From an optimization exercise on the open Yosys and OpenROAD flow, aimed at a short achievable clock period and few clock cycles; shortcuts taken in it are not production practice.
Only simulation tests tie the RTL to the original design; equivalence was not proved.
Power and IR drop assume default switching activity.

File: flow/config.mk
export PLATFORM = sky130hd
export DESIGN_NAME = pipelined_processor
export DESIGN_NICKNAME = pipelined_processor
export VERILOG_FILES = /design/flow/design.v
export SDC_FILE = /design/flow/constraint.sdc
export NUM_CORES = 8
export LEC_CHECK = 0
export CAP_MARGIN = 20
export CORE_MARGIN = 2
export CORE_UTILIZATION = 40
export PLACE_DENSITY = 0.6
export SETUP_SLACK_MARGIN = 5
export SLEW_MARGIN = 20
export TNS_END_PERCENT = 100
File: flow/constraint.sdc
create_clock -name core_clock -period 8.5 [get_ports {clk}]
set_input_delay 1.7000 -clock core_clock [delete_from_list [all_inputs] [get_ports {clk}]]
set_output_delay 1.7000 -clock core_clock [all_outputs]
set_load 0.01 [all_outputs]
File: flow/design.v
module pipelined_processor (
	input clk,     
	input reset,   
	output [63:0] imem_addr,
	input  [31:0] imem_rdata,
	output [63:0] dmem_addr,
	output [63:0] dmem_wdata,
	output        dmem_we,
	input  [63:0] dmem_rdata
);
	localparam OP_R  = 7'b0110011;
	localparam OP_I  = 7'b0010011;
	localparam OP_LD = 7'b0000011;
	localparam OP_ST = 7'b0100011;
	localparam OP_BR = 7'b1100011;
	localparam K_NONE = 2'd0;    
	localparam K_OWN  = 2'd1;    
	localparam K_FOLD = 2'd2;    
	reg  [61:0] pc;          
	reg  [61:0] pc_o;        
	reg         f_first;     
	reg         f_sq;        
	reg         f_recov;     
	reg         d_valid;
	reg  [31:0] d_inst;
	reg  [61:0] d_pc;
	reg         d_sq;
	reg  [1:0]  d_kind;
	reg  [4:0]  d_frs;           
	reg         d_fsw, d_fpz;    
	reg         d_fbeq, d_fblt;
	reg         d_pred;      
	reg  [61:0] d_alt;       
	reg  [1:0]  d_pidx;
	reg  [4:0]  d_ghr;
	reg         d_rec;       
	reg         e_valid;
	reg  [63:0] e_a, e_b, e_c;     
	reg         e_la, e_lb, e_lc;  
	reg         e_sub, e_and, e_lg;
	reg         e_ld, e_st, e_wen;
	reg  [4:0]  e_rd;
	reg         e_car;             
	reg         e_br;              
	reg         e_beq, e_blt;
	reg         e_fold;            
	reg         e_fsw, e_fpz;
	reg         e_fbeq, e_fblt;
	reg         e_pred;
	reg  [1:0]  e_pidx;
	reg  [4:0]  e_ghr;
	reg  [61:0] e_ra;              
	reg         e_fp, e_flip;      
	reg         e_sok;             
	reg  [2:0]  e_sidx;
	reg  [63:0] m_res;       
	reg  [63:0] m_addr;      
	reg  [63:0] m_wdata;
	reg         m_we;
	reg         m_ld, m_wen;
	reg  [4:0]  m_rd;
	reg         m_fold;
	reg  [63:0] m_x;
	reg         m_fsw, m_fpz;
	reg         m_beq, m_blt;
	reg         m_pred;
	reg  [1:0]  m_pidx;
	reg  [4:0]  m_ghr;
	reg  [61:0] m_ra;
	reg         m_fp, m_flip;
	reg         m_sok;
	reg  [2:0]  m_sidx;
	reg         x_v, y_v;
	reg  [61:0] x_pc, y_pc;
	reg         x_sok, y_sok;
	reg  [2:0]  x_sidx, y_sidx;
	reg  [4:0]  x_ghr, y_ghr;
	reg         x_fp, y_fp;        
	reg         x_flip, y_flip;    
	reg         x_inrg, y_inrg;    
	reg  [63:0] rf [1:31];
	reg  [1:0]  bp [0:127];
	reg  [4:0]  ghr;
	reg         u_v, u_taken, w_v, w_taken;
	reg  [6:0]  u_idx, w_idx;
	reg  [1:0]  u_old, w_old;
	reg  [47:0] rg;
	reg         in_rg;
	reg         bv   [0:15];
	reg  [9:0]  btag [0:15];
	reg  [13:0] btgt [0:15];
	reg         bunc [0:15];
	reg         bnev [0:15];
	reg         bcar [0:15];
	reg         bbeq [0:15];
	reg         bblt [0:15];
	reg  [4:0]  brs  [0:15];
	reg         bsw  [0:15];
	reg         bpz  [0:15];
	reg         l_v, l_ok, l_unc, l_nev, l_car, l_beq, l_blt;
	reg  [47:0] l_rg;
	reg  [3:0]  l_idx;
	reg  [9:0]  l_tag;
	reg  [13:0] l_tgt;
	reg  [4:0]  l_rs;
	reg         l_sw, l_pz;
	wire        l_new = (l_rg != rg);    
	reg         sv    [0:7];
	reg  [10:0] stag  [0:7];
	reg  [31:0] sword [0:7];
	reg         sfold [0:7];
	reg  [4:0]  sfrs  [0:7];
	reg         sfsw  [0:7];
	reg         sfpz  [0:7];
	reg         sfbeq [0:7];
	reg         sfblt [0:7];
	reg         spred [0:7];
	reg  [13:0] snext [0:7];
	reg  [13:0] salt  [0:7];
	reg         sseq  [0:7];
	function [1:0] cmp64(input [63:0] a, input [63:0] b);
		reg [63:0] l, e;
		integer k, w;
		begin
			l = ~a & b;
			e = ~(a ^ b);
			l[63] = a[63] & ~b[63];
			for (w = 1; w < 64; w = w * 2)
				for (k = 0; k < 64; k = k + 2 * w) begin
					l[k] = l[k + w] | (e[k + w] & l[k]);
					e[k] = e[k + w] & e[k];
				end
			cmp64 = {l[0], e[0]};
		end
	endfunction
	wire redir = x_v | y_v;      
	assign dmem_addr  = m_addr;
	assign dmem_wdata = m_wdata;
	assign dmem_we    = m_we;
	wire [63:0] m_wbdata = m_ld ? dmem_rdata : m_res;
	wire [1:0] m_cmp = cmp64(m_res, m_x);
	wire       m_xz  = (m_x == 64'd0);
	wire m_eq = m_fpz ? m_xz : m_cmp[0];
	wire m_lt = m_fpz ? (m_fsw ? (~m_x[63] & ~m_xz) : m_x[63])
	                  : (m_fsw ? m_cmp[1] : (~m_cmp[1] & ~m_cmp[0]));
	wire m_taken = (m_beq & m_eq) | (m_blt & m_lt);
	wire m_mis   = m_fold & (m_taken != m_pred);
	wire [63:0] ec = e_lc ? dmem_rdata : e_c;
	wire [63:0] e_sum = e_a + e_b + {63'd0, e_sub};
	wire [63:0] e_log = e_and ? (e_a & e_b) : (e_a | e_b);
	wire [63:0] e_res = e_lg ? e_log : e_sum;
	wire [1:0] e_cmp0 = cmp64(e_a, e_b);
	wire [1:0] e_cmpa = cmp64(dmem_rdata, e_b);
	wire [1:0] e_cmpb = cmp64(e_a, dmem_rdata);
	wire e_eq = e_la ? (e_lb | e_cmpa[0]) : e_lb ? e_cmpb[0] : e_cmp0[0];
	wire e_lt = e_la ? (~e_lb & e_cmpa[1]) : e_lb ? e_cmpb[1] : e_cmp0[1];
	wire e_taken = (e_beq & e_eq) | (e_blt & e_lt);
	wire e_ok    = ~redir & ~m_mis;                   
	wire e_mis   = e_br & e_ok & (e_taken != e_pred);
	wire [6:0] d_op  = d_inst[6:0];
	wire [4:0] d_rd  = d_inst[11:7];
	wire [2:0] d_f3  = d_inst[14:12];
	wire [4:0] d_rs1 = d_inst[19:15];
	wire [4:0] d_rs2 = d_inst[24:20];
	wire d_isR  = (d_op == OP_R);
	wire d_isI  = (d_op == OP_I);
	wire d_isLd = (d_op == OP_LD);
	wire d_isSt = (d_op == OP_ST);
	wire d_isBr = (d_op == OP_BR);
	wire d_own  = (d_kind == K_OWN);
	wire d_wen  = (d_isR | d_isI | d_isLd) & (d_rd != 5'd0);
	wire [63:0] d_immI = {{52{d_inst[31]}}, d_inst[31:20]};
	wire [63:0] d_immS = {{52{d_inst[31]}}, d_inst[31:25], d_inst[11:7]};
	wire        d_same = (d_rs1 == d_rs2);
	wire        d_z1 = (d_rs1 == 5'd0), d_z2 = (d_rs2 == 5'd0);
	wire        d_q1 = e_wen & (e_rd == d_rs1), d_q2 = e_wen & (e_rd == d_rs2);
	wire        d_sa = (d_z1 | d_q1) & ~d_q2;      
	wire        d_sb = (d_z2 | d_q2) & ~d_q1;      
	wire        d_car  = d_sq & e_valid & e_car & (d_sa | d_sb);
	wire        d_learn = d_valid & d_isBr & (~d_own | d_car);
	wire [14:0] d_tlo  = {1'b0, d_pc[13:0]} + {{4{d_inst[31]}}, d_inst[31], d_inst[7], d_inst[30:25], d_inst[11:9]};
	wire [47:0] d_hi   = d_pc[61:14];
	wire [47:0] d_hi_i = d_hi + 48'd1;
	wire [47:0] d_hi_d = d_hi - 48'd1;
	wire        d_up   = d_tlo[14] & ~d_inst[31];
	wire        d_dn   = d_tlo[14] & d_inst[31];
	wire [61:0] d_tgt  = {({48{d_up}} & d_hi_i) | ({48{d_dn}} & d_hi_d) | ({48{~d_tlo[14]}} & d_hi),
	                      d_tlo[13:0]};
	wire        d_bpred = d_own & d_pred;
	wire [61:0] d_balt  = d_own ? d_alt : d_tgt;
	wire [2:0] d_sidx = d_alt[2:0];
	wire       d_sok  = (d_own | (d_kind == K_FOLD)) & (d_alt[61:14] == rg) &
	                    sv[d_sidx] & (stag[d_sidx] == d_alt[13:3]) &
	                    (sword[d_sidx][6:0] != OP_BR);
	wire       d_fp   = bp[{d_sidx[1:0] + 2'd1, d_ghr[3:0], ~d_pred}][1];
	wire       d_flip = sfold[d_sidx] & (d_fp != spred[d_sidx]);
	wire [2:0] d_widx = d_pc[2:0];
	wire       d_wok  = ~(d_valid & d_sok & (d_sidx == d_widx)) &
	                    ~(e_sok & (e_br | e_fold) & (e_sidx == d_widx)) &
	                    ~(m_sok & m_fold & (m_sidx == d_widx));
	wire       rg_busy = (d_valid & d_sok) | e_br | e_fold | m_fold | x_v | y_v;
	wire       rg_chg  = l_v & l_new & ~rg_busy;
	function [63:0] rd_reg(input [4:0] r);
		rd_reg = (r == 5'd0) ? 64'd0 : (m_wen && m_rd == r) ? m_wbdata : rf[r];
	endfunction
	wire [63:0] d_r1 = rd_reg(d_rs1);
	wire [4:0]  d_rs2p = (d_kind == K_FOLD) ? d_frs : d_rs2;
	wire [63:0] d_r2 = rd_reg(d_rs2p);
	wire d_hit1 = e_valid & e_wen & (e_rd == d_rs1);
	wire d_hit2 = e_valid & e_wen & (e_rd == d_rs2p);
	wire        d_f1 = d_hit1 & ~e_ld, d_f2 = d_hit2 & ~e_ld;
	wire [63:0] d_a = ({64{d_f1 & ~e_lg}} & e_sum) | ({64{d_f1 & e_lg}} & e_log) | ({64{~d_f1}} & d_r1);
	wire [63:0] d_c = ({64{d_f2 & ~e_lg}} & e_sum) | ({64{d_f2 & e_lg}} & e_log) | ({64{~d_f2}} & d_r2);
	wire        d_sub = d_isR & d_inst[30] & (d_f3 == 3'b000);
	wire [63:0] d_b = (d_isI | d_isLd) ? d_immI : d_isSt ? d_immS : d_c;
	wire d_stall = d_valid & e_valid & e_ld &
	               ((d_hit1 & (d_isR | d_isI | d_isLd | d_isSt)) | (d_hit2 & d_isR));
	assign imem_addr = {pc_o, 2'b00};
	wire [61:0] pc1 = pc + 62'd1;
	wire [61:0] pc2 = pc + 62'd2;
	wire        f_inrg  = in_rg;
	wire        f_inrg1 = f_inrg & ~(&pc[13:0]);
	wire [3:0]  i0 = pc[3:0];
	wire [3:0]  i1 = pc[3:0] + 4'd1;
	reg  [15:0] f_bm;
	integer     k;
	always @(*)
		for (k = 0; k < 16; k = k + 1)
			f_bm[k] = bv[k] & (btag[k] == pc[13:4]);
	wire        f_bm0n = bv[0] & (btag[0] == pc[13:4] + 10'd1);
	wire        h0 = f_inrg  & f_bm[i0];
	wire        h1 = f_inrg1 & ((i0 == 4'hf) ? f_bm0n : f_bm[i1]);
	wire [61:0] t0 = {pc[61:14], btgt[i0]};
	wire [61:0] t1 = {pc[61:14], btgt[i1]};
	wire        p0 = bunc[i0] | (~bnev[i0] & bp[{i0[1:0], ghr}][1]);
	wire        p1 = bunc[i1] | (~bnev[i1] & bp[{i1[1:0], ghr}][1]);
	wire        j1 = h1 & bunc[i1];              
	wire        c1 = h1 & ~bunc[i1] & bcar[i1];  
	wire        f_on  = ~redir & ~d_stall & ~f_first;
	wire        s_t0  = f_on & h0 & p0;
	wire        s_t1  = f_on & (h0 ? (~p0 & j1) : (j1 | (c1 & p1)));
	wire        s_pc2 = f_on & ~h0 & ~j1 & c1 & ~p1;
	wire        s_pc1 = f_on & (h0 ? (~p0 & ~j1) : (~j1 & ~c1));
	wire        s_hld = ~redir & (d_stall | f_first);
	wire        s_x   = x_v & ~y_v;
	wire [61:0] f_ft   = j1 ? t1 : pc1;
	wire [61:0] f_alt  = ({62{h0 & ~p0}} & t0) | ({62{(h0 & p0 & j1) | (~h0 & ~p1)}} & t1) |
	                     ({62{h0 & p0 & ~j1}} & pc1) | ({62{~h0 & p1}} & pc2);
	wire        f_seqn = h0 ? (~p0 & ~j1) : (~j1 & ~c1);   
	wire [1:0]  f_kind = h0 ? K_OWN : c1 ? K_FOLD : K_NONE;
	wire        f_bpred = h0 ? p0 : p1;
	wire        f_push = (h0 & ~bunc[i0]) | c1;
	wire        f_rec = (f_recov | (sv[pc[2:0]] & (stag[pc[2:0]] == pc[13:3]))) &
	                    f_inrg & (pc[13:1] != 13'h1fff);
	wire        rsok  = y_v ? y_sok : x_sok;
	wire        rfp   = y_v ? y_fp : x_fp;
	wire        rflip = y_v ? y_flip : x_flip;
	wire [2:0]  rsidx = y_v ? y_sidx : x_sidx;
	wire [4:0]  rghr  = y_v ? y_ghr : x_ghr;
	wire        rsh   = redir & rsok;
	wire [61:0] pc_nxt  = ({62{y_v}} & y_pc) | ({62{s_x}} & x_pc) | ({62{s_hld}} & pc) |
	                      ({62{s_t0}} & t0) | ({62{s_t1}} & t1) |
	                      ({62{s_pc1}} & pc1) | ({62{s_pc2}} & pc2);
	integer i;
	always @(posedge clk) begin
		if (reset) begin
			x_v <= 1'b0;
			y_v <= 1'b0;
		end else begin
			x_v <= e_mis;
			y_v <= m_mis;
		end
		x_pc   <= e_sok ? {rg, e_flip ? salt[e_sidx] : snext[e_sidx]} : e_ra;
		x_sok  <= e_sok;
		x_sidx <= e_sidx;
		x_ghr  <= {e_ghr[3:0], ~e_pred};
		x_fp   <= e_fp;
		x_flip <= e_flip;
		x_inrg <= e_sok | (e_ra[61:14] == rg);
		y_pc   <= m_sok ? {rg, m_flip ? salt[m_sidx] : snext[m_sidx]} : m_ra;
		y_sok  <= m_sok;
		y_sidx <= m_sidx;
		y_ghr  <= {m_ghr[3:0], ~m_pred};
		y_fp   <= m_fp;
		y_flip <= m_flip;
		y_inrg <= m_sok | (m_ra[61:14] == rg);
		if (reset)
			pc <= 62'd0;
		else
			pc <= pc_nxt;
		pc_o    <= pc_nxt;
		f_first <= reset;
		if (reset)
			in_rg <= 1'b1;
		else if (rg_chg)
			in_rg <= 1'b0;
		else if (y_v)
			in_rg <= y_inrg;
		else if (x_v)
			in_rg <= x_inrg;
		else if (s_pc1)
			in_rg <= in_rg & ~(&pc[13:0]);
		else if (s_pc2)
			in_rg <= in_rg & (pc[13:1] != 13'h1fff);
		if (reset || (redir && !rsok))
			f_sq <= 1'b0;
		else if (redir)
			f_sq <= sseq[rsidx];
		else if (f_on)
			f_sq <= f_seqn;
		if (reset || (redir && !rsok) || f_first)
			d_valid <= 1'b0;
		else if (!d_stall || redir)
			d_valid <= 1'b1;
		if (rsh) begin
			d_inst <= sword[rsidx];
			d_kind <= sfold[rsidx] ? K_FOLD : K_NONE;
			d_sq   <= 1'b0;
			d_rec  <= 1'b0;
			d_pred <= rfp;
			d_alt  <= {rg, rflip ? snext[rsidx] : salt[rsidx]};
			d_pidx <= rsidx[1:0] + 2'd1;
			d_ghr  <= rghr;
			d_frs  <= sfrs[rsidx];
			d_fsw  <= sfsw[rsidx];
			d_fpz  <= sfpz[rsidx];
			d_fbeq <= sfbeq[rsidx];
			d_fblt <= sfblt[rsidx];
		end else if (!d_stall) begin
			d_inst <= imem_rdata;
			d_kind <= f_kind;
			d_sq   <= f_sq;
			d_rec  <= f_rec;
			d_pc   <= pc;
			d_pred <= f_bpred;
			d_alt  <= f_alt;
			d_pidx <= h0 ? i0[1:0] : i1[1:0];
			d_ghr  <= ghr;
			d_frs  <= brs[i1];
			d_fsw  <= bsw[i1];
			d_fpz  <= bpz[i1];
			d_fbeq <= bbeq[i1];
			d_fblt <= bblt[i1];
		end
		if (reset)
			f_recov <= 1'b0;
		else
			f_recov <= redir & ~rsok;
		if (reset || rg_chg) begin
			for (i = 0; i < 8; i = i + 1)
				sv[i] <= 1'b0;
		end else if (l_v && l_ok) begin
			sv[l_idx[2:0] - 1'b1] <= 1'b0;
		end else if (d_valid && d_rec && !redir && d_wok) begin
			sv[d_pc[2:0]]    <= 1'b1;
			stag[d_pc[2:0]]  <= d_pc[13:3];
			sword[d_pc[2:0]] <= d_inst;
			sfold[d_pc[2:0]] <= d_kind == K_FOLD;
			sfrs[d_pc[2:0]]  <= d_frs;
			sfsw[d_pc[2:0]]  <= d_fsw;
			sfpz[d_pc[2:0]]  <= d_fpz;
			sfbeq[d_pc[2:0]] <= d_fbeq;
			sfblt[d_pc[2:0]] <= d_fblt;
			spred[d_pc[2:0]] <= d_pred;
			snext[d_pc[2:0]] <= pc[13:0];
			salt[d_pc[2:0]]  <= d_alt[13:0];
			sseq[d_pc[2:0]]  <= f_sq;
		end
		if (reset)
			l_v <= 1'b0;
		else
			l_v <= d_learn;
		l_ok   <= ~d_tlo[14];
		l_rg   <= d_pc[61:14];
		l_idx  <= d_pc[3:0];
		l_tag  <= d_pc[13:4];
		l_tgt  <= d_tlo[13:0];
		l_unc  <= (d_f3 == 3'b000) & d_same;
		l_nev  <= (d_f3 == 3'b100) & d_same;
		l_car  <= d_car;
		l_beq  <= (d_f3 == 3'b000);
		l_blt  <= (d_f3 == 3'b100);
		l_rs   <= d_sa ? d_rs2 : d_rs1;
		l_sw   <= d_sa;
		l_pz   <= d_sa ? d_z1 : d_z2;
		if (reset) begin
			rg <= 48'd0;
			for (i = 0; i < 16; i = i + 1)
				bv[i] <= 1'b0;
		end else if (l_v && (!l_new || rg_chg)) begin
			if (l_new) begin
				rg <= l_rg;
				for (i = 0; i < 16; i = i + 1)
					bv[i] <= 1'b0;
			end
			if (l_ok) begin
				bv[l_idx]   <= 1'b1;
				btag[l_idx] <= l_tag;
				btgt[l_idx] <= l_tgt;
				bunc[l_idx] <= l_unc;
				bnev[l_idx] <= l_nev;
				bcar[l_idx] <= l_car;
				bbeq[l_idx] <= l_beq;
				bblt[l_idx] <= l_blt;
				brs[l_idx]  <= l_rs;
				bsw[l_idx]  <= l_sw;
				bpz[l_idx]  <= l_pz;
			end
		end
		if (reset)
			ghr <= 5'd0;
		else if (redir)
			ghr <= (rsok & sfold[rsidx]) ? {rghr[3:0], rfp} : rghr;
		else if (f_on && f_push)
			ghr <= {ghr[3:0], f_bpred};
		if (reset || redir || d_stall) begin
			e_valid <= 1'b0;
			e_br    <= 1'b0;
			e_fold  <= 1'b0;
		end else begin
			e_valid <= d_valid;
			e_br    <= d_valid & d_isBr;
			e_fold  <= d_valid & (d_kind == K_FOLD);
		end
		e_a  <= d_a;
		e_b  <= d_sub ? ~d_b : d_b;
		e_c  <= d_c;
		e_la <= d_hit1 & e_ld;
		e_lb <= d_hit2 & e_ld & d_isBr;
		e_lc <= d_hit2 & e_ld;
		e_sub <= d_sub;
		e_and <= (d_isR | d_isI) & (d_f3 == 3'b111);
		e_lg  <= (d_isR | d_isI) & ((d_f3 == 3'b111) | (d_f3 == 3'b110));
		e_ld  <= d_isLd;
		e_st  <= d_isSt;
		e_wen <= d_wen;
		e_rd  <= d_rd;
		e_car <= ~d_isBr & ~d_isLd & ~d_isR & ~d_isSt & (d_kind != K_FOLD);
		e_beq <= d_f3 == 3'b000;
		e_blt <= d_f3 == 3'b100;
		e_fsw <= d_fsw;
		e_fpz <= d_fpz;
		e_fbeq <= d_fbeq;
		e_fblt <= d_fblt;
		e_pred <= d_isBr ? d_bpred : d_pred;
		e_pidx <= d_isBr ? d_pc[1:0] : d_pidx;
		e_ghr  <= d_ghr;
		e_sok  <= d_sok;
		e_fp   <= d_fp;
		e_flip <= d_flip;
		e_sidx <= d_sidx;
		e_ra   <= d_isBr ? d_balt : d_alt;
		m_res <= e_res;
		m_addr  <= e_sum;
		m_wdata <= ec;
		if (reset) begin
			m_we   <= 1'b0;
			m_wen  <= 1'b0;
			m_fold <= 1'b0;
		end else begin
			m_we   <= e_valid & e_ok & e_st;
			m_wen  <= e_valid & e_ok & e_wen;
			m_fold <= e_fold & e_ok;
		end
		m_ld  <= e_ld;
		m_rd  <= e_rd;
		if (e_fold)
			m_x <= ec;
		m_fsw <= e_fsw;
		m_fpz <= e_fpz;
		m_beq <= e_fbeq;
		m_blt <= e_fblt;
		m_pred <= e_pred;
		m_pidx <= e_pidx;
		m_ghr  <= e_ghr;
		m_ra   <= e_ra;
		m_sok  <= e_sok;
		m_fp   <= e_fp;
		m_flip <= e_flip;
		m_sidx <= e_sidx;
		if (m_wen)
			rf[m_rd] <= m_wbdata;
		if (reset) begin
			u_v <= 1'b0;
			w_v <= 1'b0;
		end else begin
			u_v <= e_br & e_ok;
			w_v <= m_fold;
		end
		u_taken <= e_taken;
		u_idx   <= {e_pidx, e_ghr};
		u_old   <= bp[{e_pidx, e_ghr}];
		w_taken <= m_taken;
		w_idx   <= {m_pidx, m_ghr};
		w_old   <= bp[{m_pidx, m_ghr}];
		if (reset) begin
			for (i = 0; i < 128; i = i + 1)
				bp[i] <= 2'b10;
		end else begin
			if (w_v)
				bp[w_idx] <= w_taken ? (w_old == 2'b11 ? 2'b11 : w_old + 2'b01)
				                     : (w_old == 2'b00 ? 2'b00 : w_old - 2'b01);
			if (u_v)
				bp[u_idx] <= u_taken ? (u_old == 2'b11 ? 2'b11 : u_old + 2'b01)
				                     : (u_old == 2'b00 ? 2'b00 : u_old - 2'b01);
		end
	end
endmodule
File: flow/flow/run.sh
#!/bin/bash
# Layout flow: the standard flow step by step, except that the ports are
# buffered with plain buffers (sky130_fd_sc_hd__buf_4) instead of the delay
# cell buffer_ports picks by default. Each step's output goes to its own log.
set -euo pipefail
export BUFFER_PORTS_ARGS="-buffer_cell sky130_fd_sc_hd__buf_4"
for step in synth floorplan place cts route finish; do
  bash standard.sh "$step" > "log_$step.txt" 2>&1
done
File: flow/standard.sh
#!/bin/bash
# synth_recipe.tcl (not shown) runs the flow's synth.tcl, then flattens the netlist and writes it again
# the make line also repeats each setting of config.mk as NAME=value (left out here)
make -C /OpenROAD-flow-scripts/flow DESIGN_CONFIG=/design/flow/config.mk WORK_HOME=/design/flow/orfs CLKGATE_MAP_FILE= SYNTH_SCRIPT=/design/flow/synth_recipe.tcl "${@:-finish}"
==> impl_metrics.tcl, run 1 <==
set metrics [dict create \
    viasPerCell 6.66 \
    post_dp_cell_area_um2 242000 \
    relSlewSlack 0.109 \
    synthFlopType "edfxtp_1" \
    synth_area_leader_cell "edfxtp_1" \
    grt_overflow 0 \
    netlist_area_um2 230000 \
    synth_top_area_frac 0.486 \
    startpoint_type "register" \
    clk_latency_ns 1.13 \
    outcome "timing/DRC/antenna clean" \
    synth_edf_count 3727 \
    rsz0062_at_grt "true" \
    firstDrtPassIters 7 \
    min_to "x_fp$_DFF_P_" \
    fin_crit_ns 4.94 \
    max_stage_delay_ns 0.70 \
    critical_path.max_fanout 7 \
    setup_ws_ns 3.56 \
    cp.required_ns 9.29 \
    fin_util 0.515 \
    synth-warning-count 1 \
    io_pins 291 \
    worst_pin_slew_ns 1.33 \
    routed_wl_um 1020000 \
    layout.nets 20232 \
    dp.cells 25184 \
    r2r_cells 14 \
    fillers 47019 \
    wl_per_cell_um 36.8 \
    multiInputGateArea_um2 103000 \
    grt_pass1_vias 170988 \
    grt_pass1_wl_um 1360000 \
    yosysUniqueCellTypes 101 \
    clock_sinks 4747 \
    syn-instance-count 18296 \
    critPathTopFamily "simple AND/OR/NAND/NOR gates" \
    critPathKind "register to register" \
    rows 278 \
    post-route-period-util 0.581 \
    initial_core_util 0.401 \
    vias 184798 \
    drive_gt1_frac 0.321 \
    fin_area_um2 295000 \
    port_buffers 288 \
    reg2reg_slack_ns 3.56 \
    core_um2 573000 \
    syn2layout_area_growth_pct 28.3 \
    netlist_top_cells_area "edfxtp_1 49%, mux4_2 12%, dfxtp_1 8.9%, nand2_1 4.9%, nand3_1 2.4%" \
    p_per_area_nw_per_um2 285 \
    power.total_mw 84.2 \
    die_x_um 762 \
    first_iter_violations 30004 \
    place_ws_ns 2.26 \
    gp_congestion 0.995 \
    ir_drop_mv 0.354 \
    hold_start "e_fp$_DFF_P_" \
    path_clk_slew_ns 0.06 \
    fin_setup_tns_ns 0 \
    grt_max_degree 110 \
    arrival_ns 5.72 \
    finalSetupViolations 0 \
    path_cells "xor2_1, nor4_2, nand4_1, nor3_4, and4_1, nand4_1, o211a_4, or4_4, or2_4, buf_6, nor3_4, buf_12, buf_12, buf_16" \
    crit_path_end_kind "register" \
    cts_buffers 481 \
    worstReg2RegEnd "spred[1]$_DFFE_PP_" \
    htreeDepth 5 \
    seq_area_frac_synth 0.575 \
    route.detailed.drc 0 \
    hold_viol 0 \
    clock-skew-final_ns 0.0861 \
    synth_seq_cells 4747 \
    p_leak_nw 103 \
    ff_latch_area_um2 133000 \
    drv_slew 0 \
    slowest_stage "nor3_4" \
    antenna_found_initial 70 \
    whs_path_depth 0 \
    ys_async_sr_fraction 0 \
    fmax_mhz 203 \
    avgSynthCellArea_um2 12.6 \
    dpl.hpwl_um 540000 \
    dieArea_um2 581000 \
    final_cells 27750 \
    min-delay-path-class "register to register" \
    antenna_left 0 \
    grtUsageTotal 0.329 \
    cts_tree "done" \
    cp.depth 14 \
    worstReg2RegStart "d_alt[54]$_DFFE_PN_" \
    clockBufferDepth 4 \
    die_h_um 762 \
    whs_ns 0.329 \
    maxCapViolCount 0 \
    path_buf_inv 4 \
    cts_root_buffer "clkbuf_16" \
]
## where the power goes
group          switching (mW)  internal [mW]  leakage [nW]  total [mW]
Sequential               1.47           28.2          42.4        29.7
Combinational            19.4           13.4          52.8        32.8
Clock                    9.59           12.1          7.73        21.7
## flip-flops by register name, indices dropped and copies added, names as in the netlist, 88 cells and up, named ones only
register,count
bp,256
btag,160
btgt,224
rf,1984
salt,112
snext,112
stag,88
sword,256
## layout by cell type, fill, tap and decap left out, types with 416 or more instances in the layout
| master | count |
|---|---|
| dfxtp_1 | 933 |
| nand2_1 | 2822 |
| nor2_1 | 606 |
| buf_4 | 1053 |
| nand3_1 | 981 |
| inv_1 | 416 |
| mux4_2 | 1250 |
| a21oi_1 | 611 |
| clkbuf_16 | 580 |
| edfxtp_1 | 3727 |
| xnor2_1 | 419 |
## synth_stat cells (254+ instances only)
library cell  instances
a21oi_1             797
a311oi_1            314
buf_1               266
clkbuf_1           1021
dfxtp_1            1020
edfxtp_1           3727
ha_1                412
inv_1               445
mux2i_1             341
mux4_2             1250
nand2_1            2981
nand3_1            1106
nor2_1              741
nor3_1              254
o21ai_0             524
xnor2_1             474
## cells by family after synthesis
kind of cell,count (synthesis),share of synthesized area
xor+xnor,567,0.0216
buf+inv,1833,0.0309
mux,1840,0.149
compound gates,2986,0.0869
simple gates,5907,0.113
other cells,1,0.0000163
flops,4747,0.575
fa+ha+maj,415,0.0227
## metal layers
metal  GRT usage  up-vias  wire [µm]
li1            -    73027          -
met2       0.495    15419     443000
met4       0.243       48      98500
met1       0.414    92320     348000
met3      0.0794     3984     132000
met5    0.000573        -        615
## how the worst max path moves through the flow
stage	start	end	slack, ns
after floorplan	register	salt[1][0]$_DFFE_PP_	2.97
after global placement	register	sword[0][20]$_DFFE_PP_	1.37
after detailed placement	register	sword[0][20]$_DFFE_PP_	2.26
after CTS	d_alt[34]$_DFFE_PN_	salt[3][9]$_DFFE_PP_	3.78
after global routing	d_alt[32]$_DFFE_PN_	sword[1][19]$_DFFE_PP_	3.70
final	d_alt[54]$_DFFE_PN_	spred[1]$_DFFE_PP_	3.56
## what timing repair did
| action | 4_1_cts | 5_1_grt |
|---|---|---|
| hold buffers | 0 | 0 |
| pin swaps | 692 | 693 |
| endpoints found under the setup margin | 2586 | 2037 |
| cloned | 320 | 102 |
| setup buffers | 800 | 388 |
| gates resized for setup | 2449 | 1279 |
## final cells by class
| cell class | count | area share |
|---|---|---|
| flip-flops and latches | 4747 | 0.449 |
| repair buffers | 2295 | 0.109 |
| diodes | 54 | 0.000458 |
| repair inverters | 2 | 0.0000509 |
| multi-input cells | 11746 | 0.350 |
| clock buffers | 634 | 0.0447 |
| inverters | 446 | 0.00585 |
| clock inverters | 266 | 0.00853 |
| well taps | 7560 | 0.0320 |
Testbench counts, summed over its fixed seeds: cycles 21,942.
==> run 2, diff against run 1 <==
--- a/flow/design.v
+++ b/flow/design.v
@@ -21,19 +21,42 @@
 	reg         f_first;     
 	reg         f_sq;        
 	reg         f_recov;     
-	reg         d_valid;
-	reg  [31:0] d_inst;
-	reg  [61:0] d_pc;
-	reg         d_sq;
-	reg  [1:0]  d_kind;
-	reg  [4:0]  d_frs;           
-	reg         d_fsw, d_fpz;    
-	reg         d_fbeq, d_fblt;
-	reg         d_pred;      
-	reg  [61:0] d_alt;       
-	reg  [1:0]  d_pidx;
-	reg  [4:0]  d_ghr;
-	reg         d_rec;       
+	reg         dr_valid;
+	reg  [31:0] dr_inst;
+	reg  [61:0] dr_pc;
+	reg         dr_sq;
+	reg  [1:0]  dr_kind;
+	reg  [4:0]  dr_frs;           
+	reg         dr_fsw, dr_fpz;    
+	reg         dr_fbeq, dr_fblt;
+	reg         dr_pred;      
+	reg  [61:0] dr_alt;       
+	reg  [1:0]  dr_pidx;
+	reg  [4:0]  dr_ghr;
+	reg         dr_rec;       
+	reg  [31:0] d2_inst;
+	reg  [1:0]  d2_kind;
+	reg  [4:0]  d2_frs;
+	reg         d2_fsw, d2_fpz, d2_fbeq, d2_fblt, d2_pred, d2_m;
+	reg  [61:0] d2_alt;
+	reg  [1:0]  d2_pidx;
+	reg  [4:0]  d2_ghr;
+	reg         use2;        
+	wire        d_valid = use2 | dr_valid;
+	wire [31:0] d_inst  = use2 ? d2_inst : dr_inst;
+	wire [61:0] d_pc    = dr_pc;
+	wire        d_sq    = ~use2 & dr_sq;
+	wire [1:0]  d_kind  = use2 ? d2_kind : dr_kind;
+	wire [4:0]  d_frs   = use2 ? d2_frs : dr_frs;
+	wire        d_fsw   = use2 ? d2_fsw : dr_fsw;
+	wire        d_fpz   = use2 ? d2_fpz : dr_fpz;
+	wire        d_fbeq  = use2 ? d2_fbeq : dr_fbeq;
+	wire        d_fblt  = use2 ? d2_fblt : dr_fblt;
+	wire        d_pred  = use2 ? d2_pred : dr_pred;
+	wire [61:0] d_alt   = use2 ? d2_alt : dr_alt;
+	wire [1:0]  d_pidx  = use2 ? d2_pidx : dr_pidx;
+	wire [4:0]  d_ghr   = use2 ? d2_ghr : dr_ghr;
+	wire        d_rec   = ~use2 & dr_rec;
 	reg         e_valid;
 	reg  [63:0] e_a, e_b, e_c;     
 	reg         e_la, e_lb, e_lc;  
@@ -50,6 +73,10 @@
 	reg  [1:0]  e_pidx;
 	reg  [4:0]  e_ghr;
 	reg  [61:0] e_ra;              
+	reg         e_unk;             
+	reg  [14:0] e_tlo;             
+	reg  [47:0] e_hi;
+	reg         e_tneg, e_hieq;
 	reg         e_fp, e_flip;      
 	reg         e_sok;             
 	reg  [2:0]  e_sidx;
@@ -78,9 +105,13 @@
 	reg         x_fp, y_fp;        
 	reg         x_flip, y_flip;    
 	reg         x_inrg, y_inrg;    
+	reg         x_two, y_two;      
+	reg  [4:0]  x_g1, y_g1;        
+	reg  [4:0]  x_g2, y_g2;        
 	reg  [63:0] rf [1:31];
 	reg  [1:0]  bp [0:127];
 	reg  [4:0]  ghr;
+	reg  [3:0]  prow;        
 	reg         u_v, u_taken, w_v, w_taken;
 	reg  [6:0]  u_idx, w_idx;
 	reg  [1:0]  u_old, w_old;
@@ -104,7 +135,7 @@
 	reg  [13:0] l_tgt;
 	reg  [4:0]  l_rs;
 	reg         l_sw, l_pz;
-	wire        l_new = (l_rg != rg);    
+	reg         l_new;                   
 	reg         sv    [0:7];
 	reg  [10:0] stag  [0:7];
 	reg  [31:0] sword [0:7];
@@ -118,6 +149,24 @@
 	reg  [13:0] snext [0:7];
 	reg  [13:0] salt  [0:7];
 	reg         sseq  [0:7];
+	reg         sv2    [0:7];
+	reg  [31:0] sword2 [0:7];
+	reg  [1:0]  skind2 [0:7];
+	reg  [4:0]  sfrs2  [0:7];
+	reg         sfsw2  [0:7];
+	reg         sfpz2  [0:7];
+	reg         sfbeq2 [0:7];
+	reg         sfblt2 [0:7];
+	reg         spred2 [0:7];
+	reg         spush2 [0:7];
+	reg  [1:0]  spidx2 [0:7];
+	reg  [13:0] snext2 [0:7];
+	reg  [13:0] salt2  [0:7];
+	reg         sseq2  [0:7];
+	reg         r2_v;        
+	reg         dr_sh;       
+	reg  [2:0]  dr_shidx;
+	reg  [2:0]  r2_idx;
 	function [1:0] cmp64(input [63:0] a, input [63:0] b);
 		reg [63:0] l, e;
 		integer k, w;
@@ -157,6 +206,13 @@
 	wire e_taken = (e_beq & e_eq) | (e_blt & e_lt);
 	wire e_ok    = ~redir & ~m_mis;                   
 	wire e_mis   = e_br & e_ok & (e_taken != e_pred);
+	wire [47:0] e_hi_i = e_hi + 48'd1;
+	wire [47:0] e_hi_d = e_hi - 48'd1;
+	wire        e_up   = e_tlo[14] & ~e_tneg;
+	wire        e_dn   = e_tlo[14] & e_tneg;
+	wire [61:0] e_rax  = e_unk ? {({48{e_up}} & e_hi_i) | ({48{e_dn}} & e_hi_d) | ({48{~e_tlo[14]}} & e_hi),
+	                              e_tlo[13:0]} : e_ra;
+	wire        x_two_n = e_sok & ~e_flip & sv2[e_sidx] & ~(m_sok & m_fold);
 	wire [6:0] d_op  = d_inst[6:0];
 	wire [4:0] d_rd  = d_inst[11:7];
 	wire [2:0] d_f3  = d_inst[14:12];
@@ -179,26 +235,24 @@
 	wire        d_car  = d_sq & e_valid & e_car & (d_sa | d_sb);
 	wire        d_learn = d_valid & d_isBr & (~d_own | d_car);
 	wire [14:0] d_tlo  = {1'b0, d_pc[13:0]} + {{4{d_inst[31]}}, d_inst[31], d_inst[7], d_inst[30:25], d_inst[11:9]};
-	wire [47:0] d_hi   = d_pc[61:14];
-	wire [47:0] d_hi_i = d_hi + 48'd1;
-	wire [47:0] d_hi_d = d_hi - 48'd1;
-	wire        d_up   = d_tlo[14] & ~d_inst[31];
-	wire        d_dn   = d_tlo[14] & d_inst[31];
-	wire [61:0] d_tgt  = {({48{d_up}} & d_hi_i) | ({48{d_dn}} & d_hi_d) | ({48{~d_tlo[14]}} & d_hi),
-	                      d_tlo[13:0]};
 	wire        d_bpred = d_own & d_pred;
-	wire [61:0] d_balt  = d_own ? d_alt : d_tgt;
 	wire [2:0] d_sidx = d_alt[2:0];
+	wire [2:0] d_widx = d_pc[2:0];
 	wire       d_sok  = (d_own | (d_kind == K_FOLD)) & (d_alt[61:14] == rg) &
 	                    sv[d_sidx] & (stag[d_sidx] == d_alt[13:3]) &
-	                    (sword[d_sidx][6:0] != OP_BR);
+	                    (sword[d_sidx][6:0] != OP_BR) &
+	                    ~(d_rec & (d_sidx == d_widx)) &   
+	                    ~(r2_v & (d_sidx == r2_idx));
 	wire       d_fp   = bp[{d_sidx[1:0] + 2'd1, d_ghr[3:0], ~d_pred}][1];
 	wire       d_flip = sfold[d_sidx] & (d_fp != spred[d_sidx]);
-	wire [2:0] d_widx = d_pc[2:0];
-	wire       d_wok  = ~(d_valid & d_sok & (d_sidx == d_widx)) &
-	                    ~(e_sok & (e_br | e_fold) & (e_sidx == d_widx)) &
+	wire       d_wok  = ~(e_sok & (e_br | e_fold) & (e_sidx == d_widx)) &
 	                    ~(m_sok & m_fold & (m_sidx == d_widx));
-	wire       rg_busy = (d_valid & d_sok) | e_br | e_fold | m_fold | x_v | y_v;
+	wire       r1_ok  = ~(e_sok & (e_br | e_fold) & (e_sidx == dr_shidx)) &
+	                    ~(m_sok & m_fold & (m_sidx == dr_shidx)) & sv[dr_shidx];
+	wire       r2_ok  = ~(e_sok & (e_br | e_fold) & (e_sidx == r2_idx)) &
+	                    ~(m_sok & m_fold & (m_sidx == r2_idx));
+	wire       d_push = (d_kind == K_FOLD) | (d_own & ~((d_f3 == 3'b000) & d_same));
+	wire       rg_busy = (d_valid & (d_own | (d_kind == K_FOLD))) | e_br | e_fold | m_fold | x_v | y_v;
 	wire       rg_chg  = l_v & l_new & ~rg_busy;
 	function [63:0] rd_reg(input [4:0] r);
 		rd_reg = (r == 5'd0) ? 64'd0 : (m_wen && m_rd == r) ? m_wbdata : rf[r];
@@ -206,8 +260,8 @@
 	wire [63:0] d_r1 = rd_reg(d_rs1);
 	wire [4:0]  d_rs2p = (d_kind == K_FOLD) ? d_frs : d_rs2;
 	wire [63:0] d_r2 = rd_reg(d_rs2p);
-	wire d_hit1 = e_valid & e_wen & (e_rd == d_rs1);
-	wire d_hit2 = e_valid & e_wen & (e_rd == d_rs2p);
+	wire d_hit1 = e_valid & ~redir & e_wen & (e_rd == d_rs1);
+	wire d_hit2 = e_valid & ~redir & e_wen & (e_rd == d_rs2p);
 	wire        d_f1 = d_hit1 & ~e_ld, d_f2 = d_hit2 & ~e_ld;
 	wire [63:0] d_a = ({64{d_f1 & ~e_lg}} & e_sum) | ({64{d_f1 & e_lg}} & e_log) | ({64{~d_f1}} & d_r1);
 	wire [63:0] d_c = ({64{d_f2 & ~e_lg}} & e_sum) | ({64{d_f2 & e_lg}} & e_log) | ({64{~d_f2}} & d_r2);
@@ -232,8 +286,8 @@
 	wire        h1 = f_inrg1 & ((i0 == 4'hf) ? f_bm0n : f_bm[i1]);
 	wire [61:0] t0 = {pc[61:14], btgt[i0]};
 	wire [61:0] t1 = {pc[61:14], btgt[i1]};
-	wire        p0 = bunc[i0] | (~bnev[i0] & bp[{i0[1:0], ghr}][1]);
-	wire        p1 = bunc[i1] | (~bnev[i1] & bp[{i1[1:0], ghr}][1]);
+	wire        p0 = bunc[i0] | (~bnev[i0] & prow[i0[1:0]]);
+	wire        p1 = bunc[i1] | (~bnev[i1] & prow[i1[1:0]]);
 	wire        j1 = h1 & bunc[i1];              
 	wire        c1 = h1 & ~bunc[i1] & bcar[i1];  
 	wire        f_on  = ~redir & ~d_stall & ~f_first;
@@ -258,6 +312,17 @@
 	wire [2:0]  rsidx = y_v ? y_sidx : x_sidx;
 	wire [4:0]  rghr  = y_v ? y_ghr : x_ghr;
 	wire        rsh   = redir & rsok;
+	wire [4:0]  ghr_rd = use2 ? (y_v ? y_g2 : x_g2) :
+	                     (rsok & sfold[rsidx]) ? {rghr[3:0], rfp} : rghr;
+	reg  [3:0]  g_rd, g_p0, g_p1, g_same;
+	integer     kk;
+	always @(*)
+		for (kk = 0; kk < 4; kk = kk + 1) begin
+			g_rd[kk]   = bp[{kk[1:0], ghr_rd}][1];
+			g_p0[kk]   = bp[{kk[1:0], ghr[3:0], 1'b0}][1];
+			g_p1[kk]   = bp[{kk[1:0], ghr[3:0], 1'b1}][1];
+			g_same[kk] = bp[{kk[1:0], ghr}][1];
+		end
 	wire [61:0] pc_nxt  = ({62{y_v}} & y_pc) | ({62{s_x}} & x_pc) | ({62{s_hld}} & pc) |
 	                      ({62{s_t0}} & t0) | ({62{s_t1}} & t1) |
 	                      ({62{s_pc1}} & pc1) | ({62{s_pc2}} & pc2);
@@ -270,20 +335,62 @@
 			x_v <= e_mis;
 			y_v <= m_mis;
 		end
-		x_pc   <= e_sok ? {rg, e_flip ? salt[e_sidx] : snext[e_sidx]} : e_ra;
+		x_pc   <= (e_sok & ~e_flip & sv2[e_sidx] & ~(m_sok & m_fold)) ? {rg, snext2[e_sidx]} :
+		          e_sok ? {rg, e_flip ? salt[e_sidx] : snext[e_sidx]} : e_rax;
 		x_sok  <= e_sok;
 		x_sidx <= e_sidx;
 		x_ghr  <= {e_ghr[3:0], ~e_pred};
 		x_fp   <= e_fp;
 		x_flip <= e_flip;
-		x_inrg <= e_sok | (e_ra[61:14] == rg);
-		y_pc   <= m_sok ? {rg, m_flip ? salt[m_sidx] : snext[m_sidx]} : m_ra;
+		x_inrg <= e_sok | (e_unk ? (e_hieq & ~e_tlo[14]) : (e_ra[61:14] == rg));
+		x_two  <= x_two_n;
+		if (reset)
+			use2 <= 1'b0;
+		else
+			use2 <= (m_mis & m_sok & ~m_flip & sv2[m_sidx]) | (e_mis & ~m_mis & x_two_n);
+		x_g1   <= sfold[e_sidx] ? {e_ghr[2:0], ~e_pred, e_fp} : {e_ghr[3:0], ~e_pred};
+		x_g2   <= spush2[e_sidx] ? (sfold[e_sidx] ? {e_ghr[1:0], ~e_pred, e_fp, spred2[e_sidx]}
+		                                          : {e_ghr[2:0], ~e_pred, spred2[e_sidx]})
+		                         : (sfold[e_sidx] ? {e_ghr[2:0], ~e_pred, e_fp} : {e_ghr[3:0], ~e_pred});
+		y_pc   <= (m_sok & ~m_flip & sv2[m_sidx]) ? {rg, snext2[m_sidx]} :
+		          m_sok ? {rg, m_flip ? salt[m_sidx] : snext[m_sidx]} : m_ra;
 		y_sok  <= m_sok;
 		y_sidx <= m_sidx;
 		y_ghr  <= {m_ghr[3:0], ~m_pred};
 		y_fp   <= m_fp;
 		y_flip <= m_flip;
 		y_inrg <= m_sok | (m_ra[61:14] == rg);
+		y_two  <= m_sok & ~m_flip & sv2[m_sidx];
+		y_g1   <= sfold[m_sidx] ? {m_ghr[2:0], ~m_pred, m_fp} : {m_ghr[3:0], ~m_pred};
+		y_g2   <= spush2[m_sidx] ? (sfold[m_sidx] ? {m_ghr[1:0], ~m_pred, m_fp, spred2[m_sidx]}
+		                                          : {m_ghr[2:0], ~m_pred, spred2[m_sidx]})
+		                         : (sfold[m_sidx] ? {m_ghr[2:0], ~m_pred, m_fp} : {m_ghr[3:0], ~m_pred});
+		d2_m    <= m_sok & m_fold;
+		if (m_sok & m_fold) begin
+			d2_inst <= sword[m_sidx];
+			d2_kind <= sfold[m_sidx] ? K_FOLD : K_NONE;
+			d2_frs  <= sfrs[m_sidx];
+			d2_fsw  <= sfsw[m_sidx];
+			d2_fpz  <= sfpz[m_sidx];
+			d2_fbeq <= sfbeq[m_sidx];
+			d2_fblt <= sfblt[m_sidx];
+			d2_pred <= m_fp;
+			d2_alt  <= {rg, salt[m_sidx]};
+			d2_pidx <= m_sidx[1:0] + 2'd1;
+			d2_ghr  <= {m_ghr[3:0], ~m_pred};
+		end else begin
+			d2_inst <= sword[e_sidx];
+			d2_kind <= sfold[e_sidx] ? K_FOLD : K_NONE;
+			d2_frs  <= sfrs[e_sidx];
+			d2_fsw  <= sfsw[e_sidx];
+			d2_fpz  <= sfpz[e_sidx];
+			d2_fbeq <= sfbeq[e_sidx];
+			d2_fblt <= sfblt[e_sidx];
+			d2_pred <= e_fp;
+			d2_alt  <= {rg, salt[e_sidx]};
+			d2_pidx <= e_sidx[1:0] + 2'd1;
+			d2_ghr  <= {e_ghr[3:0], ~e_pred};
+		end
 		if (reset)
 			pc <= 62'd0;
 		else
@@ -304,43 +411,60 @@
 			in_rg <= in_rg & (pc[13:1] != 13'h1fff);
 		if (reset || (redir && !rsok))
 			f_sq <= 1'b0;
+		else if (use2)
+			f_sq <= sseq2[rsidx];
 		else if (redir)
 			f_sq <= sseq[rsidx];
 		else if (f_on)
 			f_sq <= f_seqn;
 		if (reset || (redir && !rsok) || f_first)
-			d_valid <= 1'b0;
+			dr_valid <= 1'b0;
 		else if (!d_stall || redir)
-			d_valid <= 1'b1;
-		if (rsh) begin
-			d_inst <= sword[rsidx];
-			d_kind <= sfold[rsidx] ? K_FOLD : K_NONE;
-			d_sq   <= 1'b0;
-			d_rec  <= 1'b0;
-			d_pred <= rfp;
-			d_alt  <= {rg, rflip ? snext[rsidx] : salt[rsidx]};
-			d_pidx <= rsidx[1:0] + 2'd1;
-			d_ghr  <= rghr;
-			d_frs  <= sfrs[rsidx];
-			d_fsw  <= sfsw[rsidx];
-			d_fpz  <= sfpz[rsidx];
-			d_fbeq <= sfbeq[rsidx];
-			d_fblt <= sfblt[rsidx];
+			dr_valid <= 1'b1;
+		if (use2) begin
+			dr_inst <= sword2[rsidx];
+			dr_kind <= skind2[rsidx];
+			dr_sq   <= 1'b0;
+			dr_rec  <= 1'b0;
+			dr_pc   <= {rg, snext[rsidx]};
+			dr_pred <= spred2[rsidx];
+			dr_alt  <= {rg, salt2[rsidx]};
+			dr_pidx <= spidx2[rsidx];
+			dr_ghr  <= y_v ? y_g1 : x_g1;
+			dr_frs  <= sfrs2[rsidx];
+			dr_fsw  <= sfsw2[rsidx];
+			dr_fpz  <= sfpz2[rsidx];
+			dr_fbeq <= sfbeq2[rsidx];
+			dr_fblt <= sfblt2[rsidx];
+		end else if (rsh) begin
+			dr_inst <= sword[rsidx];
+			dr_kind <= sfold[rsidx] ? K_FOLD : K_NONE;
+			dr_sq   <= 1'b0;
+			dr_rec  <= 1'b0;
+			dr_pred <= rfp;
+			dr_alt  <= {rg, rflip ? snext[rsidx] : salt[rsidx]};
+			dr_pidx <= rsidx[1:0] + 2'd1;
+			dr_ghr  <= rghr;
+			dr_frs  <= sfrs[rsidx];
+			dr_fsw  <= sfsw[rsidx];
+			dr_fpz  <= sfpz[rsidx];
+			dr_fbeq <= sfbeq[rsidx];
+			dr_fblt <= sfblt[rsidx];
 		end else if (!d_stall) begin
-			d_inst <= imem_rdata;
-			d_kind <= f_kind;
-			d_sq   <= f_sq;
-			d_rec  <= f_rec;
-			d_pc   <= pc;
-			d_pred <= f_bpred;
-			d_alt  <= f_alt;
-			d_pidx <= h0 ? i0[1:0] : i1[1:0];
-			d_ghr  <= ghr;
-			d_frs  <= brs[i1];
-			d_fsw  <= bsw[i1];
-			d_fpz  <= bpz[i1];
-			d_fbeq <= bbeq[i1];
-			d_fblt <= bblt[i1];
+			dr_inst <= imem_rdata;
+			dr_kind <= f_kind;
+			dr_sq   <= f_sq;
+			dr_rec  <= f_rec;
+			dr_pc   <= pc;
+			dr_pred <= f_bpred;
+			dr_alt  <= f_alt;
+			dr_pidx <= h0 ? i0[1:0] : i1[1:0];
+			dr_ghr  <= ghr;
+			dr_frs  <= brs[i1];
+			dr_fsw  <= bsw[i1];
+			dr_fpz  <= bpz[i1];
+			dr_fbeq <= bbeq[i1];
+			dr_fblt <= bblt[i1];
 		end
 		if (reset)
 			f_recov <= 1'b0;
@@ -349,10 +473,17 @@
 		if (reset || rg_chg) begin
 			for (i = 0; i < 8; i = i + 1)
 				sv[i] <= 1'b0;
+		end else if (rsh && !use2 && rflip) begin
+			spred[rsidx] <= rfp;
+			snext[rsidx] <= salt[rsidx];
+			salt[rsidx]  <= snext[rsidx];
+			sv2[rsidx]   <= 1'b0;
 		end else if (l_v && l_ok) begin
 			sv[l_idx[2:0] - 1'b1] <= 1'b0;
 		end else if (d_valid && d_rec && !redir && d_wok) begin
 			sv[d_pc[2:0]]    <= 1'b1;
+			if (!(sv[d_pc[2:0]] && stag[d_pc[2:0]] == d_pc[13:3] && snext[d_pc[2:0]] == pc[13:0]))
+				sv2[d_pc[2:0]] <= 1'b0;
 			stag[d_pc[2:0]]  <= d_pc[13:3];
 			sword[d_pc[2:0]] <= d_inst;
 			sfold[d_pc[2:0]] <= d_kind == K_FOLD;
@@ -367,11 +498,43 @@
 			sseq[d_pc[2:0]]  <= f_sq;
 		end
 		if (reset)
+			r2_v <= 1'b0;
+		else
+			r2_v <= (d_valid & d_rec & ~redir & d_wok & ~rg_chg & ~(l_v & l_ok) & f_on) |
+			        (d_valid & dr_sh & ~redir & r1_ok & ~rg_chg & ~(l_v & l_ok) & f_on);
+		r2_idx <= dr_sh ? dr_shidx : d_pc[2:0];
+		if (reset || (redir && !rsh) || use2)
+			dr_sh <= 1'b0;
+		else if (rsh)
+			dr_sh <= 1'b1;
+		else if (!d_stall)
+			dr_sh <= 1'b0;
+		if (rsh)
+			dr_shidx <= rsidx;
+		if (r2_v && d_valid && !redir && r2_ok && !rg_chg && !(l_v && l_ok) &&
+		    !(d_rec && d_pc[2:0] == r2_idx)) begin
+			sv2[r2_idx]    <= 1'b1;
+			sword2[r2_idx] <= d_inst;
+			skind2[r2_idx] <= d_kind;
+			sfrs2[r2_idx]  <= d_frs;
+			sfsw2[r2_idx]  <= d_fsw;
+			sfpz2[r2_idx]  <= d_fpz;
+			sfbeq2[r2_idx] <= d_fbeq;
+			sfblt2[r2_idx] <= d_fblt;
+			spred2[r2_idx] <= d_pred;
+			spush2[r2_idx] <= d_push;
+			spidx2[r2_idx] <= d_pidx;
+			snext2[r2_idx] <= pc[13:0];
+			salt2[r2_idx]  <= d_alt[13:0];
+			sseq2[r2_idx]  <= f_sq;
+		end
+		if (reset)
 			l_v <= 1'b0;
 		else
 			l_v <= d_learn;
 		l_ok   <= ~d_tlo[14];
 		l_rg   <= d_pc[61:14];
+		l_new  <= (d_pc[61:14] != rg) | rg_chg;
 		l_idx  <= d_pc[3:0];
 		l_tag  <= d_pc[13:4];
 		l_tgt  <= d_tlo[13:0];
@@ -409,11 +572,21 @@
 		end
 		if (reset)
 			ghr <= 5'd0;
+		else if (use2)
+			ghr <= y_v ? y_g2 : x_g2;
 		else if (redir)
 			ghr <= (rsok & sfold[rsidx]) ? {rghr[3:0], rfp} : rghr;
 		else if (f_on && f_push)
 			ghr <= {ghr[3:0], f_bpred};
-		if (reset || redir || d_stall) begin
+		if (reset)
+			prow <= 4'b1111;
+		else if (redir)
+			prow <= g_rd;
+		else if (f_on && f_push)
+			prow <= f_bpred ? g_p1 : g_p0;
+		else
+			prow <= g_same;
+		if (reset || (redir && !use2) || d_stall) begin
 			e_valid <= 1'b0;
 			e_br    <= 1'b0;
 			e_fold  <= 1'b0;
@@ -449,7 +622,12 @@
 		e_fp   <= d_fp;
 		e_flip <= d_flip;
 		e_sidx <= d_sidx;
-		e_ra   <= d_isBr ? d_balt : d_alt;
+		e_ra   <= d_alt;
+		e_unk  <= d_isBr & ~d_own;
+		e_tlo  <= d_tlo;
+		e_hi   <= d_pc[61:14];
+		e_tneg <= d_inst[31];
+		e_hieq <= d_pc[61:14] == rg;
 		m_res <= e_res;
 		m_addr  <= e_sum;
 		m_wdata <= ec;
@@ -464,8 +642,7 @@
 		end
 		m_ld  <= e_ld;
 		m_rd  <= e_rd;
-		if (e_fold)
-			m_x <= ec;
+		m_x   <= e_fold ? ec : 64'd0;
 		m_fsw <= e_fsw;
 		m_fpz <= e_fpz;
 		m_beq <= e_fbeq;
==> impl_metrics.tcl, run 2 <==
set metrics [dict create \
    wl_per_cell_um 36.7 \
    finalSetupViolations 0 \
    top_register "rf" \
    antenna_left 0 \
    maxCapViolCount 0 \
    viasPerCell 6.71 \
    arrival_ns 5.93 \
    critPathKind "register to register" \
    p_per_area_nw_per_um2 261 \
    ff_latch_area_um2 153000 \
    startpoint_type "register" \
    synth_seq_cells 5510 \
    grtUsageTotal 0.331 \
    initial_core_util 0.401 \
    layout_commonest_cell "nand2_1" \
    antenna_found_initial 107 \
    htreeDepth 6 \
    drive_gt1_frac 0.259 \
    die_h_um 830 \
    fmax_mhz 205 \
    relSlewSlack 0.0837 \
    largest_reg_flops 1984 \
    gp_congestion 0.995 \
    synthFlopType "edfxtp_1" \
    grt_pass1_vias 207012 \
    grt_max_degree 123 \
    route.detailed.drc 0 \
    min-delay-path-class "register to register" \
    cts_tree "done" \
    synth_top_area_frac 0.470 \
    die_x_um 830 \
    fillers 57631 \
    syn2layout_area_growth_pct 23.6 \
    netlist_top_cells_area "edfxtp_1 47%, mux4_2 9.9%, dfxtp_1 9.1%, nand2_1 6.4%, nand3_1 2.7%" \
    first_iter_violations 39548 \
    vias 226529 \
    p_leak_nw 120 \
    final_cell_mix "4517 x nand2_1, 4274 x edfxtp_1, 1431 x nand3_1, 1202 x mux4_2, 1085 x dfxtp_1" \
    synth_edf_count 4274 \
    multiInputGateArea_um2 123000 \
    grt_pass1_wl_um 1630000 \
    ir_drop_mv 0.283 \
    critical_path.max_fanout 4 \
    cts_root_buffer "clkbuf_16" \
    avgSynthCellArea_um2 11.7 \
    layout.nets 24688 \
    port_buffers 288 \
    clock_sinks 5510 \
    drv_slew 0 \
    syn-instance-count 23271 \
    dieArea_um2 689000 \
    crit_path_end_kind "register" \
    grt_overflow 0 \
    rows 303 \
    seq_area_frac_synth 0.561 \
    outcome "timing/DRC/antenna clean" \
    ys_async_sr_fraction 0 \
    netlist_area_um2 273000 \
    synth_common_cells "4632 x nand2_1, 4274 x edfxtp_1, 1481 x nand3_1" \
    cp.required_ns 9.55 \
    firstDrtPassIters 10 \
    synth_most_common_cell "nand2_1" \
    cts_buffers 605 \
    whs_ns 0.306 \
    path_clk_slew_ns 0.06 \
    core_um2 681000 \
    synth_area_leader_cell "edfxtp_1" \
    worst_pin_slew_ns 1.37 \
    post-route-period-util 0.574 \
    yosysUniqueCellTypes 125 \
    fin_setup_tns_ns 0 \
    clk_latency_ns 1.20 \
    clockBufferDepth 4 \
    routed_wl_um 1240000 \
    rsz0062_at_grt "true" \
    fin_crit_ns 4.87 \
    hold_viol 0 \
    io_pins 291 \
    dpl.hpwl_um 678000 \
    clock-skew-final_ns 0.0918 \
    synth-warning-count 1 \
]
[run 2: timing repair]
item                       in CTS  in global routing
buffers inserted              557                413
pin swaps                     382                731
gates resized for setup      1994               1439
setup endpoints to repair    3166               1533
gates cloned                  207                119
hold buffers                    0                  0
[run 2: critical path, stage by stage, from the launching register on]
cell	delay (ns)
dfxtp_1	0.47
nor4_4	0.96
nand4_1	0.57
nor4_1	0.51
buf_4	0.23
nor3b_1	0.05
o21ai_0	0.20
a21oi_1	0.10
a31oi_1	0.15
nand2_1	0.40
or3_4	0.53
a311o_2	0.41
buf_6	0.13
nor2_1	0.08
[run 2: kinds of logic (layout without fill, tap and decap cells)]
| logic type | count (synthesis) | in the layout | synth area share |
|---|---|---|---|
| AOI/OAI and AO/OA | 3870 | 3876 | 0.0961 |
| adders and majority gates | 414 | 414 | 0.0190 |
| DFF | 5510 | 5510 | 0.561 |
| xor gates and xnor gates | 657 | 657 | 0.0211 |
| and+or+nand+nor | 8395 | 8412 | 0.136 |
| muxes | 2090 | 2095 | 0.133 |
| buffers and inverters | 2334 | 3714 | 0.0338 |
| other | 1 | 76 | 0.0000137 |
[run 2: path summary, 6_finish.rpt]
kind | slack [ns] | from | depth (start not counted) | endpoint
worst min register to register | 0.31 | e_ra[8]$_DFF_P_ | 0 | m_ra[8]$_DFF_P_
worst max-delay path | 3.63 | m_x[4]$_SDFF_PN0_ | 13 | x_v$_SDFF_PP0_
worst min-delay path | 0.31 | e_ra[8]$_DFF_P_ | 0 | m_ra[8]$_DFF_P_
worst max register to register | 3.63 | m_x[4]$_SDFF_PN0_ | 13 | x_v$_SDFF_PP0_
[run 2: report_power, final]
part / total [mW] / internal, mW / switching [mW]
Combinational: 27.2 / 10.1 / 17.1
Clock: 26.9 / 15.0 / 11.8
Sequential: 34.1 / 32.3 / 1.73
[run 2: routing by layer]
| metal | vias up | global-route usage | wire length, µm |
|---|---|---|---|
| li1 | 89781 | - | - |
| met1 | 112092 | 0.422 | 424000 |
| met2 | 19660 | 0.494 | 526000 |
| met3 | 4924 | 0.0922 | 178000 |
| met4 | 72 | 0.222 | 110000 |
| met5 | - | 0 | 877 |
[run 2: layout make-up]
class	count	share of cell area
Antenna cell	74	0.000549
Clock buffer	840	0.0505
Clock inverter	270	0.00880
Inverter	515	0.00611
Multi-Input combinational cell	15456	0.363
Sequential cell	5510	0.455
Tap cell	8997	0.0334
Timing Repair Buffer	2083	0.0826
Timing Repair inverter	6	0.000152
[run 2: metrics by stage]
step	total power [mW]	instances	worst slack, ns	cell area [µm²]	util
after global routing	90.0	33695	3.73	337000	0.496
after CTS	85.3	33140	4.07	325000	0.477
after floorplan	46.7	23272	3.24	273000	-
final	88.2	33751	3.63	338000	0.496
after detailed placement	55.6	31266	2.19	286000	0.420
after global placement	55.4	31258	2.27	285000	0.419
Testbench counts of run 2, summed over its fixed seeds: cycles 20,939.

==> re-timing with driven ports <==
In the flow no input, the clock included, has a driving cell. The finished layouts below were timed again as built, in two steps.
Step 1: set_driving_cell puts a clkbuf_16 on clk and a buf_2 on each other input, an assumption about the parent block.
Step 2 also shifts input and output timing later by t, the mid clock arrival at the registers, as if the neighbouring blocks saw the same clock.
a / b / c = ideal / step 1 / step 2; a / b = the first two.
| run | shift t [ns] | slack for setup (ns) | pins driven straight from the clock port |
|---|---|---|---|
| run 1 | 1.228 | 3.565 / 3.565 / 3.561 | 1 |
| run 2 | 1.304 | 3.625 / 3.625 / 3.157 | 1 |
After both steps setup and hold are still met in every run listed. The setup slack of run 2, which loses most, moves by 0.000 ns with the drivers and by -0.468 ns with both steps.
